Context: an optimization exercise on an open-source flow, tuned for small area and a short achievable clock period. The choices shown serve that exercise and are no tape-out recipe.
Function was checked by simulation only, so behaviour that the tests miss may differ from the original.

==> flow/design.v (excerpt) <==
module fft (
    input clk,
    input rst_n,
    input                   valid_in,
    input wire signed [8:0] FFTInRe,
    input wire signed [8:0] FFTInIm,
    output wire signed [8:0] MDCOutUpRe,
    output wire signed [8:0] MDCOutUpIm,
    output wire signed [8:0] MDCOutDownRe,
    output wire signed [8:0] MDCOutDownIm,
    output wire signed [8:0] FFTOutRe,
    output wire signed [8:0] FFTOutIm
);
    reg  [4:0] ph;
    wire [4:0] ph_n = valid_in ? ph + 5'd1 : ph;    
    always @(posedge clk or negedge rst_n)
        if (!rst_n) ph <= 5'd31;
        else        ph <= ph_n;
    reg ins1, ins2, sel2a, sel3u, sel4u, sel5u, selr_up;
    reg [3:0] rdsel;
    localparam E1 = 2;       
    localparam J2 = 2;       
    wire [4:0] q_ins1 = ph_n + 5'd1 - E1;
    wire [4:0] q_ins2 = ph_n - 5'd24 - J2;
    wire [4:0] q_s4   = ph_n + 5'd1;
    wire [4:0] q_rd   = ph_n;
    always @(posedge clk or negedge rst_n)
        if (!rst_n) begin
            ins1 <= 1'b0; ins2 <= 1'b0; sel2a <= 1'b0; sel3u <= 1'b0;
            sel4u <= 1'b0; sel5u <= 1'b0; selr_up <= 1'b0; rdsel <= 4'd0;
        end else begin
  ...
clock: 10.0 ns
lec_check: 0
cap_margin: 20
core_margin: 2
core_utilization: 40
setup_slack_margin: 5
slew_margin: 20
run.sh (not shown) runs the stock make flow with config.mk's settings and CLKGATE_MAP_FILE= SYNTH_SCRIPT=/design/flow/synth_recipe.tcl, a recipe that flattens the netlist after the stock synthesis.
Then changed:
CORE_UTILIZATION = 60   (was 40)
Effect: Global-route usage climbs by 8.4 points. Design area shrinks slightly. Via count stays flat. Hold slack loses 0.016 ns. Sequential share of layout area went up by 0.67 points. Clock skew stays flat. Setup slack gains 0.023 ns.

fft, a different RTL version from the one above (not shown whole).
Size: roughly 5600 cells after synthesis, roughly 1700 flip-flops, roughly 0.065 mm² of cells after synthesis.
Design fft, start of the top module:
module fft (
    input clk,
    input rst_n,
    input                   valid_in,
    input wire signed [8:0] FFTInRe,
    input wire signed [8:0] FFTInIm,
    output wire signed [8:0] MDCOutUpRe,
    output wire signed [8:0] MDCOutUpIm,
    output wire signed [8:0] MDCOutDownRe,
    output wire signed [8:0] MDCOutDownIm,
    output wire signed [8:0] FFTOutRe,
    output wire signed [8:0] FFTOutIm
);
clock: 10.0 ns
lec_check: 0
cap_margin: 20
core_margin: 2
core_utilization: 40
slew_margin: 20
standard.sh (not shown) runs the stock make flow with config.mk's settings and CLKGATE_MAP_FILE= SYNTH_SCRIPT=/design/flow/synth_recipe.tcl, a recipe that flattens the netlist after the stock synthesis.
==> flow/flow/run.sh <==
#!/bin/bash
# Standard ORFS layout through the standard.sh (standard synthesis and
# steps) with these changes to how it is optimised:
#  - timing repair aims past the 10 ns clock: repair_timing keeps working
#    until each path has SETUP_SLACK_MARGIN ns of slack, and may resize cells
#    to any footprint (MATCH_CELL_FOOTPRINT=0);
#  - the port buffers are buf_4 rather than the default delay-type buffer;
#  - clock tree sinks are clustered in larger groups (fewer leaf buffers).
# make's full output goes to orfs_make.log here; each ORFS step also writes
# its own log under orfs/logs.
set -euo pipefail
bash standard.sh SETUP_SLACK_MARGIN=6.7 MATCH_CELL_FOOTPRINT=0 \
  "BUFFER_PORTS_ARGS=-buffer_cell sky130_fd_sc_hd__buf_4" \
  CTS_CLUSTER_SIZE=25 CTS_CLUSTER_DIAMETER=80 \
  finish > orfs_make.log 2>&1
==> next run, changes <==
--- a/flow/flow/run.sh
+++ b/flow/flow/run.sh
@@ -11,3 +11,3 @@
 set -euo pipefail
-bash standard.sh SETUP_SLACK_MARGIN=6.7 MATCH_CELL_FOOTPRINT=0 \
+bash standard.sh SETUP_SLACK_MARGIN=6.85 MATCH_CELL_FOOTPRINT=0 \
   "BUFFER_PORTS_ARGS=-buffer_cell sky130_fd_sc_hd__buf_4" \
Non-clock buffer count rises by 37. Design area is higher by 0.87%. Critical path depth stays the same. Synthesized cell count does not change. Global-route usage decreases by 0.13 points. Synthesized area does not change. Maximum frequency came out higher by 0.76%. First-iteration DRC count went down by 11%.

== MS ==
fft, a different RTL version from the one above (not shown whole).
Size: ~1,800 flip-flops, ~75 I/O pins, about 0.066 sq mm of cells after synthesis.
## fft
module fft (
    input clk,
    input rst_n,
    input                   valid_in,
    input wire signed [8:0] FFTInRe,
    input wire signed [8:0] FFTInIm,
    output wire signed [8:0] MDCOutUpRe,
    output wire signed [8:0] MDCOutUpIm,
    output wire signed [8:0] MDCOutDownRe,
    output wire signed [8:0] MDCOutDownIm,
    output wire signed [8:0] FFTOutRe,
    output wire signed [8:0] FFTOutIm
);
Settings: LEC_CHECK=0, CAP_MARGIN=20, CORE_MARGIN=2, CORE_UTILIZATION=40, SLEW_MARGIN=20; clock period 10.0 ns.
==> flow/flow/run.sh <==
#!/bin/bash
# Standard ORFS layout through the standard.sh (standard synthesis and
# steps) with these changes to how it is optimised:
#  - timing repair aims past the 10 ns clock: repair_timing keeps working
#    until each path has SETUP_SLACK_MARGIN ns of slack, and may resize cells
#    to any footprint (MATCH_CELL_FOOTPRINT=0);
#  - the port buffers are buf_4 rather than the default delay-type buffer;
#  - clock tree sinks are clustered in larger groups (fewer leaf buffers).
# make's full output goes to orfs_make.log here; each ORFS step also writes
# its own log under orfs/logs.
set -euo pipefail
bash standard.sh SETUP_SLACK_MARGIN=6.7 MATCH_CELL_FOOTPRINT=0 \
  "BUFFER_PORTS_ARGS=-buffer_cell sky130_fd_sc_hd__buf_4" \
  CTS_CLUSTER_SIZE=25 CTS_CLUSTER_DIAMETER=80 \
  finish > orfs_make.log 2>&1
MS: no failed stages, no open violations at the end
Input changes introduced in AL (baseline for comparison: MS):
--- a/flow/flow/run.sh
+++ b/flow/flow/run.sh
@@ -14 +14 @@
-  CTS_CLUSTER_SIZE=25 CTS_CLUSTER_DIAMETER=80 \
+  CTS_CLUSTER_SIZE=30 CTS_CLUSTER_DIAMETER=100 \
==> results.txt <==
From MS to AL, vertical extent of the die did not move at all. In AL, the final layout net count came out 20 below the value in MS. Delta (AL minus MS): core utilization decreased 0.61 points. AL and MS ended up with roughly the same global-route track usage on met1. Looking at MS and AL, the post-CTS clock slew at the launch and capture registers of the worst setup and hold paths is a wash. AL reports a lower fraction of layout instances using a drive strength above 1 than MS does. Re wire length on met2: MS was lower than AL. Relative to MS, the wire length after detailed routing measured on AL has decreased slightly.

tundra:
fft, a different RTL version from the one above (not shown whole).
Size in the first run: about 5600 cells after synthesis, roughly 0.065 mm2 of cells after synthesis.
// fft
module fft (
    input clk,
    input rst_n,
    input                   valid_in,
    input wire signed [8:0] FFTInRe,
    input wire signed [8:0] FFTInIm,
    output wire signed [8:0] MDCOutUpRe,
    output wire signed [8:0] MDCOutUpIm,
    output wire signed [8:0] MDCOutDownRe,
    output wire signed [8:0] MDCOutDownIm,
    output wire signed [8:0] FFTOutRe,
    output wire signed [8:0] FFTOutIm
);
clock: 10.0 ns
lec_check: 0
cap_margin: 20
core_margin: 2
core_utilization: 70
slew_margin: 20
==> flow/flow/run.sh <==
#!/bin/bash
# Standard ORFS layout through the standard.sh (standard synthesis and
# steps) with these changes to how it is optimised:
#  - timing repair aims past the 10 ns clock: repair_timing keeps working
#    until each path has SETUP_SLACK_MARGIN ns of slack, and may resize cells
#    to any footprint (MATCH_CELL_FOOTPRINT=0);
#  - the port buffers are buf_4 rather than the default delay-type buffer;
#  - clock tree sinks are clustered in larger groups (fewer leaf buffers).
# make's full output goes to orfs_make.log here; each ORFS step also writes
# its own log under orfs/logs.
set -euo pipefail
bash standard.sh SETUP_SLACK_MARGIN=6.85 MATCH_CELL_FOOTPRINT=0 \
  "BUFFER_PORTS_ARGS=-buffer_cell sky130_fd_sc_hd__buf_4" \
  CTS_CLUSTER_SIZE=25 CTS_CLUSTER_DIAMETER=80 \
  finish > orfs_make.log 2>&1
Here is what was changed in the inputs of xenon compared with tundra.
Settings: changing CORE_UTILIZATION from 70 to 60.
Looking at the reports, xenon completed the entire flow and the layout it produced met the timing, DRC and antenna checks.
Across both runs, routability congestion estimate was lower for xenon than for tundra.
Global-route usage on xenon is down relative to tundra.
Relative to tundra, xenon improves sum of routed wire length over all layers.
[compare] base=tundra new=xenon: met1 layer usage reported by global route down 5.1 points; clock buffer count down 2.

==> separate check: timing with driven ports <==
The results above use ideal ports. As a check the final layouts listed here were re-extracted and re-timed, cells and wires unchanged. Step 1, drivers: a clkbuf_16 drives clk and a buf_2 each remaining input, both assumed. Step 2 adds t to the input delays and takes it off the output delays; t is the mean of the earliest and latest rising clock arrival at the registers after step 1. Input paths then give back, and output paths get back, about the clock's delay inside the block. Three values: no drivers, after step 1, after step 2; two values: the first two.
run	shift t [ns]	setup slack, ns	cell pins on the clock port's net
the first run of note 1	0.873	5.257 / 5.257 / 5.255	1
the second run of note 1	0.828	5.280 / 5.280 / 5.280	1
the first run of note 2	0.812	6.733 / 6.660 / 6.113	1
the second run of note 2	0.809	6.757 / 6.683 / 6.179	1
MS	0.828	6.715 / 6.659 / 6.119	1
AL	0.794	6.707 / 6.686 / 6.134	1
tundra	0.772	6.810 / 6.733 / 6.172	1
xenon	0.778	6.788 / 6.709 / 6.134	1
After both steps setup and hold are still met in every run listed. The setup slack of xenon, which loses most, moves by -0.079 ns with the drivers and by -0.654 ns with both steps.
